From an optimization exercise on the open Yosys and OpenROAD flow, aimed at a short achievable clock period and few clock cycles; shortcuts taken in it are not production practice. Where RTL was checked, it was by simulation tests only, not by an equivalence proof against the original. The clock input has no modelled driver; a real chip could not lean on it and would need a root buffer or a full tree. Power figures rest on the tool's default switching activity, not on a simulated workload.

==> flow/design.v (excerpt) <==
module cpu_top (
    input wire clk,
    input wire rst,
    output wire [15:0] mem_addr,
    input wire [7:0] mem_rdata,
    output wire [7:0] mem_wdata,
    output wire mem_we,
    output wire [7:0] out_value,
    output wire halted
);
Size in the first run: roughly 830 cells after synthesis, about 44 I/O pins, roughly 7600 µm² of cells after synthesis.
Settings: LEC_CHECK=0, ABC_CLOCK_PERIOD_IN_PS=3000, CAP_MARGIN=20, CORE_MARGIN=2, CORE_UTILIZATION=40, SLEW_MARGIN=20, SYNTH_MEMORY_MAX_BITS=262144; clock period 11.0 ns.
standard.sh (not shown) runs the stock make flow with config.mk's settings and CLKGATE_MAP_FILE= SYNTH_SCRIPT=/design/flow/synth_recipe.tcl, a recipe that flattens the netlist after the stock synthesis.
==> flow/flow/run.sh <==
#!/bin/bash
set -euo pipefail
MARGIN=$(cat flow/margin.txt)
bash standard.sh synth > synth.log 2>&1
bash standard.sh SETUP_SLACK_MARGIN=$MARGIN finish > layout.log 2>&1
==> flow/flow/margin.txt <==
8.0
The baseline went through all stages and came out clean.
Change:
==> flow/run.sh (new file) <==
#!/bin/bash
# synth_recipe.tcl (not shown) runs the flow's synth.tcl, then flattens the netlist and writes it again
# the make line also repeats each setting of config.mk as NAME=value (left out here)
make -C /OpenROAD-flow-scripts/flow DESIGN_CONFIG=/design/flow/config.mk WORK_HOME=/design/flow/orfs CLKGATE_MAP_FILE= SYNTH_SCRIPT=/design/flow/synth_recipe.tcl finish
- SETUP_SLACK_MARGIN: unset -> 5
removed: flow/flow/run.sh
removed: flow/flow/margin.txt
removed: flow/standard.sh
Synthesized cell count does not change.
Sequential power hardly moves.
Sequential share of layout area increases by 0.82 points.
Wire length shrinks by 2.5%.
Hold slack improved by 0.0069 ns.
Final cell count fell by 3.3%.
Clock power went down by 6.7%.
First-iteration DRC count came out higher by 53%.
Non-clock buffer count shrinks by 37.
Die area stays the same.
Power shrinks by 3.8%.
No run of this note included a check of the RTL's function; only the layout flow was run.

Another version of the RTL of cpu_top (not shown whole).
Size in the first run: about 850 cells after synthesis, roughly 120 flip-flops, about 44 I/O pins, ~7300 um^2 of cells after synthesis.
export LEC_CHECK = 0
export ABC_CLOCK_PERIOD_IN_PS = 2500
export CAP_MARGIN = 20
export CORE_MARGIN = 2
export CORE_UTILIZATION = 40
export SLEW_MARGIN = 20
export SYNTH_MEMORY_MAX_BITS = 262144
create_clock -name core_clock -period 11.0 [get_ports {clk}]
==> flow/flow/run.sh <==
#!/bin/bash
set -euo pipefail
source flow/settings.sh
bash standard.sh synth > synth.log 2>&1
bash standard.sh SETUP_SLACK_MARGIN=$MARGIN place > place.log 2>&1
bash standard.sh SETUP_SLACK_MARGIN=$MARGIN CLK_NBUF=$CLK_NBUF CLK_BUFCELL=$CLK_BUFCELL CLK_INV1=${CLK_INV1:-} CLK_INV2=${CLK_INV2:-} \
  RUN_SCRIPT=$PWD/flow/cts.tcl RUN_LOG_NAME_STEM=4_1_cts run > cts.log 2>&1
bash standard.sh SETUP_SLACK_MARGIN=$MARGIN do-4_cts do-route > route.log 2>&1
bash standard.sh SETUP_SLACK_MARGIN=$MARGIN finish > finish.log 2>&1
==> flow/flow/cts.tcl <==
# Clock tree of one level: the clock port drives NBUF clock buffers (or
# pairs of inverters), each placed at the middle of a balanced group of the
# registers it clocks. Then
# the usual post-CTS legalisation and timing repair, as ORFS's cts.tcl does.
utl::set_metrics_stage "cts__{}"
source $::env(SCRIPTS_DIR)/load.tcl
erase_non_stage_variables cts
load_design 3_place.odb 3_place.sdc

set nbuf $::env(CLK_NBUF)
set bufcell $::env(CLK_BUFCELL)
set block [ord::get_db_block]
set clknet [$block findNet clk]

# clock sinks with their locations
set sinks {}
foreach it [$clknet getITerms] {
  set inst [$it getInst]
  set bb [$inst getBBox]
  set x [expr {([$bb xMin] + [$bb xMax]) / 2}]
  set y [expr {([$bb yMin] + [$bb yMax]) / 2}]
  lappend sinks [list $x $y [$inst getName] [[$it getMTerm] getName]]
}
puts "clock sinks: [llength $sinks]"

# split into nbuf groups of equal size: by x into columns, then by y
proc split_groups {items n axis} {
  if {$n <= 1} { return [list $items] }
  set s [lsort -integer -index $axis $items]
  set n1 [expr {$n / 2}]
  set k [expr {([llength $s] * $n1 + $n / 2) / $n}]
  set na [expr {1 - $axis}]
  return [concat [split_groups [lrange $s 0 [expr {$k - 1}]] $n1 $na] \
                 [split_groups [lrange $s $k end] [expr {$n - $n1}] $na]]
}
set groups [split_groups $sinks $nbuf 0]

set i 0
foreach g $groups {
  set sx 0; set sy 0
  foreach s $g { incr sx [lindex $s 0]; incr sy [lindex $s 1] }
  set cx [expr {$sx / [llength $g]}]
  set cy [expr {$sy / [llength $g]}]
  set bname "clkbuf_one_$i"
  set nname "clknet_one_$i"
  set net [odb::dbNet_create $block $nname]
  $net setSigType CLOCK
  if {$bufcell eq "inv"} {
    # two inverters in a row: a small one at the port's side, a big one
    # driving the group
    set i1 [odb::dbInst_create $block [[ord::get_db] findMaster $::env(CLK_INV1)] "clkinv_one_a$i"]
    set i2 [odb::dbInst_create $block [[ord::get_db] findMaster $::env(CLK_INV2)] "clkinv_one_b$i"]
    set mid [odb::dbNet_create $block "clknet_mid_$i"]
    $mid setSigType CLOCK
    [$i1 findITerm A] connect $clknet
    [$i1 findITerm Y] connect $mid
    [$i2 findITerm A] connect $mid
    [$i2 findITerm Y] connect $net
    set placed [list $i1 $i2]
  } else {
    set inst [odb::dbInst_create $block [[ord::get_db] findMaster $bufcell] $bname]
    [$inst findITerm A] connect $clknet
    [$inst findITerm X] connect $net
    set placed [list $inst]
  }
  foreach s $g {
    set it [[$block findInst [lindex $s 2]] findITerm [lindex $s 3]]
    $it disconnect
    $it connect $net
  }
  foreach inst $placed {
    $inst setLocation $cx $cy
    $inst setPlacementStatus PLACED
  }
  puts "group $i: [llength $g] sinks, buffer at $cx $cy"
  incr i
}
$clknet setSigType CLOCK

# Move each output port's buffer next to the register that drives it, so the
# register drives a short wire and the buffer drives the long one to the pin.
foreach port [get_ports -filter "direction==output"] {
  set pname [get_full_name $port]
  set drv [get_pins -of_objects [get_nets $pname] -filter "direction==output"]
  if {[llength $drv] != 1} { continue }
  set buf [get_cells -of_objects $drv]
  set in [get_pins -of_objects $buf -filter "direction==input"]
  set src [get_pins -of_objects [get_nets -of_objects $in] -filter "direction==output"]
  if {[llength $src] != 1} { continue }
  set ff [$block findInst [get_full_name [get_cells -of_objects $src]]]
  set bi [$block findInst [get_full_name $buf]]
  set loc [$ff getLocation]
  $bi setLocation [lindex $loc 0] [lindex $loc 1]
  puts "moved [$bi getName] next to [$ff getName] for $pname"
}

set_propagated_clock [all_clocks]
log_cmd estimate_parasitics -placement

set_placement_padding -global \
  -left $::env(CELL_PAD_IN_SITES_DETAIL_PLACEMENT) \
  -right $::env(CELL_PAD_IN_SITES_DETAIL_PLACEMENT)
detailed_placement
log_cmd estimate_parasitics -placement
report_clock_latency
set_dont_use $::env(DONT_USE_CELLS)

repair_timing_helper
detailed_placement
check_placement -verbose
report_clock_latency
report_worst_slack -max
report_worst_slack -min

report_metrics 4 "cts final"
orfs_write_db $::env(RESULTS_DIR)/4_1_cts.odb
orfs_write_sdc $::env(RESULTS_DIR)/4_cts.sdc
Other scripts of this flow, unchanged in this note and not shown: flow/flow/settings.sh
The first run never finished: it broke off in 4_1_cts.
Testbench counts at the start, summed over its fixed seeds: cycles 42,401.
==> next run, changes <==
--- a/flow/flow/run.sh
+++ b/flow/flow/run.sh
@@ -7,3 +7,3 @@
   RUN_SCRIPT=$PWD/flow/cts.tcl RUN_LOG_NAME_STEM=4_1_cts run > cts.log 2>&1
-bash standard.sh SETUP_SLACK_MARGIN=$MARGIN do-4_cts do-route > route.log 2>&1
+bash standard.sh SETUP_SLACK_MARGIN=$MARGIN POST_GLOBAL_ROUTE_TCL=$PWD/flow/size.tcl do-4_cts do-route > route.log 2>&1
 bash standard.sh SETUP_SLACK_MARGIN=$MARGIN finish > finish.log 2>&1
--- a/flow/flow/cts.tcl
+++ b/flow/flow/cts.tcl
@@ -89,4 +89,4 @@
   if {[llength $src] != 1} { continue }
-  set ff [$block findInst [get_full_name [get_cells -of_objects $src]]]
-  set bi [$block findInst [get_full_name $buf]]
+  set ff [sta::sta_to_db_inst [get_cells -of_objects $src]]
+  set bi [sta::sta_to_db_inst $buf]
   set loc [$ff getLocation]
==> flow/flow/size.tcl (new file) <==
# After global routing: for each output port, try the drive strengths of the
# port's buffer and of the register behind it, and keep the pair that gives
# the port the most slack without lowering the worst slack; then legalise,
# update the global routes and rewrite the route guides.
log_cmd estimate_parasitics -global_routing

proc sizes_of {cell} {
  if {[regexp {^(sky130_fd_sc_hd__(?:buf|dfxtp|dfrtp))_\d+$} $cell -> base]} {
    if {[string match *buf $base]} { return [list ${base}_1 ${base}_2 ${base}_4 ${base}_6 ${base}_8] }
    return [list ${base}_1 ${base}_2 ${base}_4]
  }
  return [list $cell]
}

foreach port [get_ports -filter "direction==output"] {
  set pname [get_full_name $port]
  set drv [get_pins -of_objects [get_nets $pname] -filter "direction==output"]
  if {[llength $drv] != 1} { continue }
  set buf [get_cells -of_objects $drv]
  set in [get_pins -of_objects $buf -filter "direction==input"]
  set src [get_pins -of_objects [get_nets -of_objects $in] -filter "direction==output"]
  if {[llength $src] != 1} { continue }
  set ff [get_cells -of_objects $src]
  set b0 [get_property $buf ref_name]
  set f0 [get_property $ff ref_name]
  set ws0 [sta::worst_slack_cmd max]
  set best_ps [get_property $port slack_max]
  set best [list $b0 $f0]
  foreach bc [sizes_of $b0] {
    foreach fc [sizes_of $f0] {
      replace_cell $buf $bc
      replace_cell $ff $fc
      set ws [sta::worst_slack_cmd max]
      set ps [get_property $port slack_max]
      if {$ws >= [expr {min($ws0, $ps) - 1e-13}] && $ps > $best_ps + 0.002} {
        set best_ps $ps
        set best [list $bc $fc]
      }
    }
  }
  replace_cell $buf [lindex $best 0]
  replace_cell $ff [lindex $best 1]
  if {$best ne [list $b0 $f0]} {
    puts "size $pname: $b0 $f0 -> $best, slack [format %.3f $best_ps]"
  }
}

log_cmd global_route -start_incremental
log_cmd detailed_placement
log_cmd global_route -end_incremental
log_cmd estimate_parasitics -global_routing
puts "worst slack after sizing: [sta::worst_slack_cmd max]"
write_guides $::env(RESULTS_DIR)/route.guide
- Now the flow went through all stages and came out clean
- area after synthesis stays the same
- synthesized cell count stays the same
==> next run, changes <==
--- a/flow/flow/run.sh
+++ b/flow/flow/run.sh
@@ -7,3 +7,3 @@
   RUN_SCRIPT=$PWD/flow/cts.tcl RUN_LOG_NAME_STEM=4_1_cts run > cts.log 2>&1
-bash standard.sh SETUP_SLACK_MARGIN=$MARGIN POST_GLOBAL_ROUTE_TCL=$PWD/flow/size.tcl do-4_cts do-route > route.log 2>&1
+bash standard.sh SETUP_SLACK_MARGIN=$MARGIN do-4_cts do-route > route.log 2>&1
 bash standard.sh SETUP_SLACK_MARGIN=$MARGIN finish > finish.log 2>&1
removed: flow/flow/size.tcl
Result:
- The changed run passed the timing, DRC and antenna checks
- setup slack barely changes
- sequential share of layout area hardly moves
- area after synthesis does not change
- synthesized cell count does not change
- routed wire length barely changes
- sequential power is about the same
==> next run, changes <==
--- a/flow/flow/cts.tcl
+++ b/flow/flow/cts.tcl
@@ -79,19 +79,2 @@
 
-# Move each output port's buffer next to the register that drives it, so the
-# register drives a short wire and the buffer drives the long one to the pin.
-foreach port [get_ports -filter "direction==output"] {
-  set pname [get_full_name $port]
-  set drv [get_pins -of_objects [get_nets $pname] -filter "direction==output"]
-  if {[llength $drv] != 1} { continue }
-  set buf [get_cells -of_objects $drv]
-  set in [get_pins -of_objects $buf -filter "direction==input"]
-  set src [get_pins -of_objects [get_nets -of_objects $in] -filter "direction==output"]
-  if {[llength $src] != 1} { continue }
-  set ff [sta::sta_to_db_inst [get_cells -of_objects $src]]
-  set bi [sta::sta_to_db_inst $buf]
-  set loc [$ff getLocation]
-  $bi setLocation [lindex $loc 0] [lindex $loc 1]
-  puts "moved [$bi getName] next to [$ff getName] for $pname"
-}
-
 set_propagated_clock [all_clocks]
The changed run finished clean; area after synthesis is unchanged; routed wire length is lower by about 2.2%; sequential power hardly moves; design area goes down by 0.45%; setup slack loses 12 ps; clock skew barely changes; cell count stays flat; core utilization goes down by 0.22 points.
In the second, third and fourth runs of this note the design's own scripts or RTL, not TritonCTS, make the clock network.

==> separate check: timing with driven ports <==
The results above use ideal ports. As a check the final layouts listed here were re-extracted and re-timed, cells and wires unchanged.
Step 1 sets driving cells, clkbuf_16 on the clock port and buf_2 on the other inputs (assumed; they add their load-dependent delay and slew).
Step 2 adds t to the input delays and takes it off the output delays; t is the mean of the earliest and latest rising clock arrival at the registers after step 1. Input paths then give back, and output paths get back, about the clock's delay inside the block.
a / b / c = ideal ports / drivers / drivers and shift; a / b = the first two.
run	shift t [ns]	slack for setup (ns)	hold slack, ns	slew at the worst register clock pin (ns)	pins driven straight from the clock port
the first run of note 1	0.458	7.814 / 7.771 / 7.623	0.472 / 0.472 / 0.472	0.06 / 0.06	1
the second run of note 1	0.456	7.190 / 7.146 / 7.045	0.479 / 0.479 / 0.479	0.06 / 0.06	1
the second run of note 2	0.279	8.135 / 7.988 / 8.035	0.483 / 0.483 / 0.483	0.08 / 0.08	4
the third run of note 2	0.278	8.134 / 7.987 / 8.034	0.483 / 0.483 / 0.483	0.08 / 0.08	4
the fourth run of note 2	0.278	8.122 / 7.975 / 8.038	0.474 / 0.475 / 0.475	0.08 / 0.08	4
After both steps every run listed still meets setup and hold. The setup slack of the first run of note 1, which loses most, moves by -0.043 ns with the drivers and by -0.191 ns with both steps. The worst setup slack also covers recovery checks on asynchronous resets.
